This is an optimization exercise on Yosys and OpenROAD, whose aim is small area and a short achievable clock period, not a production implementation.
Where RTL was checked, it was by simulation tests only, not by an equivalence proof against the original.

==> job 8353: inputs <==
// bitmanip_pipe
module bitmanip_pipe(CLK,
                     RST_N,
                     mav_putvalue_instr,
                     mav_putvalue_src1,
                     mav_putvalue_src2,
                     mav_putvalue_src3,
                     EN_mav_putvalue,
                     mav_putvalue,
                     RDY_mav_putvalue,
                     mv_scopbusy,
                     RDY_mv_scopbusy);
clock: 26.0 ns
lec_check: 0
abc_area: 1
cap_margin: 30
core_margin: 2
core_utilization: 40
slew_margin: 30
run.sh (not shown) runs the stock make flow with config.mk's settings and CLKGATE_MAP_FILE= SYNTH_SCRIPT=/design/flow/synth_recipe.tcl, a recipe that flattens the netlist after the stock synthesis.
==> job 2765 (differences from job 8353) <==
Settings changed: ABC_AREA 1 to default.
==> qor summary <==
Result of the run: job 2765 timing/DRC/antenna clean; job 8353 timing/DRC/antenna clean
Proportion of cell area occupied by multi-input gates: job 2765 85.5%; job 8353 82.2%
CP arrival: job 2765 16370 ps; job 8353 16160 ps
First-iteration detailed-routing DRC count: job 2765 8993; job 8353 10400
Required time at the endpoint of the critical path: job 2765 26050 ps; job 8353 26120 ps
Global routing usage on met1: job 2765 60.2%; job 8353 68.7%
Area share of the largest cell type after synthesis: job 2765 18.5%; job 8353 21.9%
Synthesis-to-layout area growth: job 2765 8.80%; job 8353 8.52%
Final HPWL from detailed placement: job 2765 190000 microns; job 8353 218000 microns
Critical path endpoint: job 2765 result_q[17]$_DFF_P_; job 8353 result_q[5]$_DFF_P_
Metal3 WL: job 2765 38100 microns; job 8353 48300 microns
Compound-cell area share of the yosys netlist: job 2765 26.5%; job 8353 22.3%
N_diodes: job 2765 32; job 8353 20
Count of mapped cells out of synthesis: job 2765 5897; job 8353 7602
Netlist cell types: job 2765 92; job 8353 86
No functional check of the RTL was part of any run of this note.


==> try-delta: inputs <==
bitmanip_pipe, a different RTL version from the one above (not shown whole).
Design bitmanip_pipe, start of the top module:
module bitmanip_pipe(CLK,
                     RST_N,
                     mav_putvalue_instr,
                     mav_putvalue_src1,
                     mav_putvalue_src2,
                     mav_putvalue_src3,
                     EN_mav_putvalue,
                     mav_putvalue,
                     RDY_mav_putvalue,
                     mv_scopbusy,
                     RDY_mv_scopbusy);
  input  CLK;
  input  RST_N;
  input  [31 : 0] mav_putvalue_instr;
  input  [31 : 0] mav_putvalue_src1;
  input  [31 : 0] mav_putvalue_src2;
  input  [31 : 0] mav_putvalue_src3;
  input  EN_mav_putvalue;
  output [32 : 0] mav_putvalue;
  output RDY_mav_putvalue;
  output mv_scopbusy;
  output RDY_mv_scopbusy;
  reg [32 : 0] result_q;
  wire [32 : 0] result_d;
  wire rdy_put, busy, rdy_busy;
  mkbitmanip u_bitmanip(.CLK(CLK),
                        .RST_N(RST_N),
                        .mav_putvalue_instr(mav_putvalue_instr),
                        .mav_putvalue_src1(mav_putvalue_src1),
                        .mav_putvalue_src2(mav_putvalue_src2),
                        .mav_putvalue_src3(mav_putvalue_src3),
                        .EN_mav_putvalue(EN_mav_putvalue),
                        .mav_putvalue(result_d),
                        .RDY_mav_putvalue(rdy_put),
                        .mv_scopbusy(busy),
                        .RDY_mv_scopbusy(rdy_busy));
  always @(posedge CLK) begin
    result_q <= result_d;
  end
  assign mav_putvalue     = result_q;
  assign RDY_mav_putvalue = rdy_put;
  assign mv_scopbusy      = busy;
  assign RDY_mv_scopbusy  = rdy_busy;
endmodule
Settings: LEC_CHECK=0, ABC_AREA=1, CAP_MARGIN=20, CORE_MARGIN=2, CORE_UTILIZATION=40, SLEW_MARGIN=20, TNS_END_PERCENT=10; clock period 26.0 ns.
standard.sh (not shown) runs the stock make flow with config.mk's settings and CLKGATE_MAP_FILE= SYNTH_SCRIPT=/design/flow/synth_recipe.tcl, a recipe that flattens the netlist after the stock synthesis.
==> flow/flow/run.sh <==
#!/bin/bash
# Own layout flow: the standard ORFS flow (standard.sh), run in two parts,
# with
#  - synthesis without full/half-adder cell extraction (ADDER_MAP_FILE empty),
#    so ABC maps the XOR/majority logic itself; registers are unchanged,
#  - port buffers of type buf_2 instead of the default delay-buffer cell,
#  - timing repair asked for more setup slack than the clock needs (17 ns up
#    to CTS, 16.6 ns after global routing), so that the achieved clock period
#    shrinks.
# If the detailed router leaves design-rule violations at the first core
# utilization, the whole layout is made again at a lower one.
# The design's clock period and I/O constraints are used unchanged.
set -uo pipefail
B="BUFFER_PORTS_ARGS=-buffer_cell sky130_fd_sc_hd__buf_2"
attempt() {
  local u=$1
  rm -f out/final.def
  if [ -d orfs ]; then mv orfs "orfs_before_u$u"; fi
  bash standard.sh ADDER_MAP_FILE= SETUP_SLACK_MARGIN=17 CORE_UTILIZATION=$u "$B" cts \
    > "flow_u${u}_to_cts.log" 2>&1 || return 1
  bash standard.sh ADDER_MAP_FILE= SETUP_SLACK_MARGIN=16.6 CORE_UTILIZATION=$u "$B" finish \
    > "flow_u${u}_finish.log" 2>&1 || return 1
  python3 - > "flow_u${u}_drc_check.log" 2>&1 <<'PY' || return 1
import glob, json, sys
f = glob.glob("orfs/logs/*/bitmanip_pipe/base/5_2_route.json")
n = json.load(open(f[0])).get("detailedroute__route__drc_errors", 1) if f else 1
print("detailed route violations:", n)
sys.exit(0 if n == 0 else 1)
PY
  [ -f out/final.def ]
}
attempt 40 || attempt 35 || attempt 30
==> try-amber (differences from try-delta) <==
--- a/flow/design.v
+++ b/flow/design.v
@@ -97,14 +97,28 @@
   wire s_shf = (~in[30] & ~in[29] & ~in[26] & ~in[25] & ~in[13] & in[12]) | (~in[30] & ~in[29] & ~in[26] & ~in[5]);
   wire m_bfp = (in[13] & in[12]);
   wire m_bext = (~in[30] & ~in[12]);
   wire m_bdep = (in[30] & ~in[12]);
   wire m_plain = (in[27] & ~in[26] & ~in[13]) | (~in[31] & in[30] & ~in[29] & ~in[28] & in[27] & ~in[5]);
   wire m_gg = (in[29] & in[27] & ~in[26]);
   wire m_gor = (~in[30] & in[27] & ~in[26] & in[12]);
+  wire k_andn = (in[30] & in[13] & in[12]);
+  wire k_orn = (~in[25] & in[13] & ~in[12]);
+  wire k_xnor = (~in[27] & ~in[13] & ~in[12]);
+  wire k_mm = (~in[26] & in[25] & in[5]);
+  wire k_cmov = (in[26] & in[14]);
+  wire k_cmix = (in[25] & ~in[14] & in[5]);
+  wire k_pack = (~in[30] & ~in[25] & ~in[12]);
+  wire k_packu = (in[30] & in[27] & ~in[12]);
+  wire k_packh = (~in[30] & ~in[25] & in[13]);
+  wire k_sextb = (~in[27] & ~in[20] & ~in[5]);
+  wire k_sexth = (~in[27] & in[20] & ~in[5]);
+  wire k_sbset = (~in[30] & ~in[5]) | (~in[30] & in[29] & ~in[25]);
+  wire k_sbclr = (~in[29] & ~in[5]) | (~in[29] & ~in[25] & ~in[14]);
+  wire k_sbinv = (in[30] & in[29] & in[27] & ~in[5]) | (in[30] & in[29] & ~in[25] & in[5]);
   wire [5:0] amt = in[5] ? b[5:0] : in[25:20];
   wire [31:0] pu_y;
   bm_pu u_pu(.a(a), .b(b), .c(c), .in(in), .amt(amt),
              .d_bfp(m_bfp), .d_bext(m_bext), .d_bdep(m_bdep),
              .d_plain(m_plain), .d_grv(m_gg), .d_gor(m_gor),
              .y(pu_y));
   wire [31:0] shf;
@@ -113,44 +127,56 @@
   bm_shf u_shf(.a(a), .a_rho(a_rho), .amt(amt[3:0]), .un(in[14]), .y(shf));
   wire [5:0] cnt;
   bm_cnt u_cnt(.a(a), .sel(in[21:20]), .y(cnt));
   wire [31:0] crc;
   bm_crc u_crc(.a(a), .sel({in[23], in[21:20]}), .y(crc));
   wire [31:0] clm;
   bm_clm u_clm(.a(a), .b(b), .f3(f3[1:0]), .y(clm));
-  wire [31:0] sum, minmax;
-  bm_add u_add(.a(a), .b(b), .sh(in[14:13]), .cmp(in[25]), .sgn(~in[13]), .mx(in[12]),
-               .sum(sum), .mm(minmax));
-  wire [31:0] sbx;
-  bm_sbx u_sbx(.a(a), .sa(amt[4:0]), .op(in[30:29]), .y(sbx));
-  wire [31:0] lg = (f3 == 3'b111) ? (a & ~b) : (f3 == 3'b110) ? (a | ~b) : ~(a ^ b);
+  wire [31:0] sum;
+  wire lt;
+  bm_add u_add(.a(a), .b(b), .sh(in[14:13]), .cmp(in[25]), .sgn(~in[13]),
+               .sum(sum), .lt(lt));
   wire bz = (b == 32'd0);
-  wire [31:0] sA = {32{in[14] & ~bz}} | ({32{~in[14]}} & b);
-  wire [31:0] m3 = ~in[26] ? minmax : ((sA & a) | (~sA & c));
-  wire k_sext = ~in[5];
-  wire k_packu = in[30] & in[5];
-  wire k_packh = in[12] & in[5];
-  wire sxb = k_sext & ~in[20];
-  wire sgn = in[20] ? a[15] : a[7];
-  wire [7:0]  pk0 = k_packu ? a[23:16] : a[7:0];
-  wire [7:0]  pk1 = k_packu ? a[31:24] : k_packh ? b[7:0] : sxb ? {8{a[7]}} : a[15:8];
-  wire [15:0] pk2 = k_packu ? b[31:16] : k_packh ? 16'd0 : k_sext ? {16{sgn}} : b[15:0];
-  wire [31:0] pk = {pk2, pk1, pk0};
-  wire [31:0] fast =
-      ({32{s_lg}} & lg) |
-      ({32{s_shf}} & shf) |
-      ({32{s_add}} & sum) |
-      ({32{s_m3}} & m3) |
-      ({32{s_pk}} & pk) |
-      ({32{s_sbx}} & sbx);
-  wire [31:0] r4 = s_cnt ? {26'd0, cnt} : fast;
-  wire [31:0] r3 = s_crc ? crc : r4;
-  wire [31:0] r2 = s_sbe ? {31'd0, pu_y[0]} : r3;
-  wire [31:0] r1 = s_pu ? pu_y : r2;
-  wire [31:0] res = s_clm ? clm : r1;
+  wire sel = lt ^ in[12];
+  wire [3:0] d0 = {amt[1:0] == 2'd3, amt[1:0] == 2'd2, amt[1:0] == 2'd1, amt[1:0] == 2'd0};
+  wire [7:0] d1 = {amt[4:2] == 3'd7, amt[4:2] == 3'd6, amt[4:2] == 3'd5, amt[4:2] == 3'd4,
+                   amt[4:2] == 3'd3, amt[4:2] == 3'd2, amt[4:2] == 3'd1, amt[4:2] == 3'd0};
+  wire k_pk = k_pack | k_packu | k_packh | k_sextb | k_sexth;
+  wire t11 = ~(k_andn | k_sbclr | k_sbinv);
+  wire T10 = k_andn | k_orn | (k_mm & sel) | (k_cmov & ~bz) | k_pk | k_sbset | k_sbclr | k_sbinv;
+  wire T01 = (k_mm & ~sel) | (k_cmov & bz) | k_sbset | k_sbinv;
+  wire t00 = k_orn | k_xnor;
+  wire k_qb = k_andn | k_orn | k_xnor | k_mm;
+  wire k_qc = k_cmov | k_cmix;
+  wire k_qo = k_sbset | k_sbclr | k_sbinv;
+  integer q;
+  reg [31:0] su;
+  reg P, Q, t10, t01;
+  always @* begin
+    for (q = 0; q < 32; q = q + 1) begin
+      if (q < 8)
+        P = k_packu ? a[q+16] : a[q];
+      else if (q < 16)
+        P = k_packu ? a[q+16] : k_packh ? b[q-8] : k_sextb ? a[7] : a[q];
+      else
+        P = k_packu ? b[q] : k_pack ? b[q-16] : k_packh ? 1'b0 :
+            k_sextb ? a[7] : k_sexth ? a[15] : a[q];
+      Q = (k_qb & b[q]) | (k_qc & c[q]) | (k_qo & d0[q % 4] & d1[q / 4]);
+      t10 = T10 | (k_cmix & b[q]);
+      t01 = T01 | (k_cmix & ~b[q]);
+      su[q] = (P & Q & t11) | (P & ~Q & t10) | (~P & Q & t01) | (~P & ~Q & t00);
+    end
+  end
+  wire [31:0] r6 = s_sbe ? {31'd0, pu_y[0]} : shf;
+  wire [31:0] r5 = s_cnt ? {26'd0, cnt} : r6;
+  wire [31:0] r4 = s_crc ? crc : r5;
+  wire [31:0] r3 = s_pu ? pu_y : r4;
+  wire [31:0] r2 = s_clm ? clm : r3;
+  wire [31:0] r1 = (s_lg | s_m3 | s_pk | s_sbx) ? su : r2;
+  wire [31:0] res = s_add ? sum : r1;
   assign mav_putvalue = {res, valid};
 endmodule
 module bm_pu(input [31:0] a, input [31:0] b, input [31:0] c, input [31:0] in,
              input [5:0] amt, input d_bfp, input d_bext, input d_bdep,
              input d_plain, input d_grv, input d_gor, output [31:0] y);
   function geqc;
     input [5:0] x;
@@ -345,26 +371,14 @@
   always @* for (q = 0; q < 32; q = q + 1) arev[q] = a[31-q];
   wire [5:0] clz = lzc32(a);
   wire [5:0] ctz = lzc32(arev);
   wire [5:0] pcnt;
   bm_pop32 u_pop(.x(a), .y(pcnt));
   assign y = sel[1] ? pcnt : sel[0] ? ctz : clz;
 endmodule
-module bm_sbx(input [31:0] a, input [4:0] sa, input [1:0] op, output [31:0] y);
-  wire [3:0] d0 = {sa[1:0] == 2'd3, sa[1:0] == 2'd2, sa[1:0] == 2'd1, sa[1:0] == 2'd0};
-  wire [7:0] d1 = {sa[4:2] == 3'd7, sa[4:2] == 3'd6, sa[4:2] == 3'd5, sa[4:2] == 3'd4,
-                   sa[4:2] == 3'd3, sa[4:2] == 3'd2, sa[4:2] == 3'd1, sa[4:2] == 3'd0};
-  genvar i;
-  generate
-    for (i = 0; i < 32; i = i + 1) begin : g_b
-      wire oh = d0[i % 4] & d1[i / 4];
-      assign y[i] = oh ? (op[1] ? (op[0] & ~a[i]) : 1'b1) : a[i];
-    end
-  endgenerate
-endmodule
 module bm_pfx(input [31:0] m, output [79:0] ns);
   function geqc;
     input [5:0] x;
     input integer C;
     integer i;
     begin
       geqc = 1'b1;
@@ -2166,15 +2180,15 @@
   wire cx461 = cx458 ^ cx459;
   wire cx462 = cx460 ^ cx461;
   wire [31:0] cl = {cx462, cx431, cx401, cx373, cx347, cx323, cx301, cx281, cx263, cx247, cx230, cx215, cx202, cx191, cx182, cx175, cx170, cx168, cx165, cx162, cx159, cx156, cx153, cx150, kl_28, kl_21, kl_15, kl_10, kl_6, kl_3, kl_1, p_ca0_cb0};
   wire [31:0] clr = {cl[0], cl[1], cl[2], cl[3], cl[4], cl[5], cl[6], cl[7], cl[8], cl[9], cl[10], cl[11], cl[12], cl[13], cl[14], cl[15], cl[16], cl[17], cl[18], cl[19], cl[20], cl[21], cl[22], cl[23], cl[24], cl[25], cl[26], cl[27], cl[28], cl[29], cl[30], cl[31]};
   assign y = ~rv ? cl : (f3[0] ? {1'b0, clr[31:1]} : clr);
 endmodule
 module bm_add(input [31:0] a, input [31:0] b, input [1:0] sh, input cmp,
-              input sgn, input mx, output [31:0] sum, output [31:0] mm);
+              input sgn, output [31:0] sum, output lt);
   wire [31:0] as = sh[1] ? (sh[0] ? {a[28:0], 3'd0} : {a[29:0], 2'd0})
                          : (sh[0] ? {a[30:0], 1'd0} : a);
   wire [31:0] A = cmp ? {a[31] ^ sgn, a[30:0]} : as;
   wire [31:0] B = cmp ? ~{b[31] ^ sgn, b[30:0]} : b;
   wire [31:0] pg = A ^ B;
   wire [31:0] gg = A & B;
   wire bg1 = gg[0] | (pg[0] & cmp);
@@ -2259,16 +2273,15 @@
   wire bg54 = gg[23] | (pg[23] & bg32);
   wire bg55 = gg[25] | (pg[25] & bg41);
   wire bg56 = gg[27] | (pg[27] & bg35);
   wire bg57 = gg[29] | (pg[29] & bg42);
   wire bg58 = gg[31] | (pg[31] & bg31);
   wire [32:0] cy = {bg58, bg31, bg57, bg42, bg56, bg35, bg55, bg41, bg54, bg32, bg53, bg40, bg52, bg34, bg51, bg39, bg50, bg29, bg49, bg38, bg48, bg33, bg47, bg37, bg46, bg25, bg45, bg36, bg44, bg17, bg43, bg1, cmp};
   assign sum = pg ^ cy[31:0];
-  wire lt = ~cy[32];
-  assign mm = (lt ^ mx) ? a : b;
+  assign lt = ~cy[32];
 endmodule
 module bitmanip_pipe(CLK,
                      RST_N,
                      mav_putvalue_instr,
                      mav_putvalue_src1,
                      mav_putvalue_src2,
                      mav_putvalue_src3,
==> flow/run.sh (new file) <==
#!/bin/bash
# synth_recipe.tcl (not shown) runs the flow's synth.tcl, then flattens the netlist and writes it again
# the make line also repeats each setting of config.mk as NAME=value (left out here)
make -C /OpenROAD-flow-scripts/flow DESIGN_CONFIG=/design/flow/config.mk WORK_HOME=/design/flow/orfs CLKGATE_MAP_FILE= SYNTH_SCRIPT=/design/flow/synth_recipe.tcl finish
--- a/flow/config.mk
+++ b/flow/config.mk
@@ -5,9 +5,10 @@
 export SDC_FILE = /design/flow/constraint.sdc
 export NUM_CORES = 8
 export LEC_CHECK = 0
 export ABC_AREA = 1
 export CAP_MARGIN = 20
 export CORE_MARGIN = 2
 export CORE_UTILIZATION = 40
+export SETUP_SLACK_MARGIN = 5
 export SLEW_MARGIN = 20
 export TNS_END_PERCENT = 10
removed: flow/flow/run.sh
removed: flow/standard.sh
==> summary.txt <==
                                                                                                try-amber                try-delta
End-of-flow core utilization                                                                        0.442                    0.449
Number of signal-net buffers in the layout                                                            343                      379
Instance count along the most critical hold path                                                        3                        5
Syn Inst Count                                                                                      6,263                    6,528
Footprint of the multi-input gates                                                             30,700 µm²               31,200 µm²
Fraction of standard cell area in multi-input logic                                                 0.811                    0.804
Floorplan die area                                                                             88,700 µm²               89,400 µm²
P&R area growth vs syn                                                                              9.39%                    11.6%
Vertical die dimension                                                                             298 µm                   299 µm
CP Data Required Time                                                                           26,200 ps                26,150 ps
Fraction of the mapped netlist area in adder cells                                                 0.0818                        0
Part of the Yosys area used for sequential elements                                                0.0191                   0.0190
Share of the synthesized area in the top cell type                                                  0.245                    0.250
Outcome                                                                           complete, no violations  complete, no violations
Multi-In Gates                                                                                      5,366                    5,628
Setup slack after placement                                                                     10,810 ps                14,640 ps
Clock input transition at the sequential cells of the worst setup and hold paths                    90 ps                    50 ps
Seq area share                                                                                     0.0175                   0.0170
Minimum hold slack                                                                                5470 ps                  5520 ps
Met2 Resource Use GR                                                                                0.675                    0.673
Non-Clock Buffer Area Fraction                                                                     0.0777                   0.0879
Count of fill cells added during filler insertion                                                   9,648                    9,641

separate check: timing with driven ports:
No port has a modelled driver above. Below, the same layouts with a new extraction and two added sets of constraints.
Step 1, drivers: a clkbuf_16 drives CLK and a buf_2 each remaining input, both assumed.
Step 2, shift: input delay + t, output delay - t, t = (earliest + latest rising clock arrival at the registers) / 2. This alone moves slack from input paths to output paths.
Slacks: ideal ports / drivers / drivers and shift; pairs: ideal ports / drivers.
run | t (ns) | slack for setup (ns) | hold WS [ns] | slew at the worst register clock pin (ns)
job 8353 | 0.364 | 9.965 / 10.000 / 9.635 | 5.768 / 5.738 / 5.954 | 0.06 / 0.06
job 2765 | 0.392 | 9.680 / 9.708 / 9.317 | 5.912 / 5.871 / 5.947 | 0.09 / 0.09
try-delta | 0.327 | 16.450 / 16.446 / 16.119 | 5.524 / 5.518 / 5.604 | 0.07 / 0.07
try-amber | 0.387 | 10.394 / 10.433 / 10.046 | 5.474 / 5.431 / 5.818 | 0.09 / 0.09
After both steps setup and hold are still met in every run listed. For job 2765, which loses most, drivers alone change the setup slack by +0.028 ns; drivers and shift together by -0.363 ns.
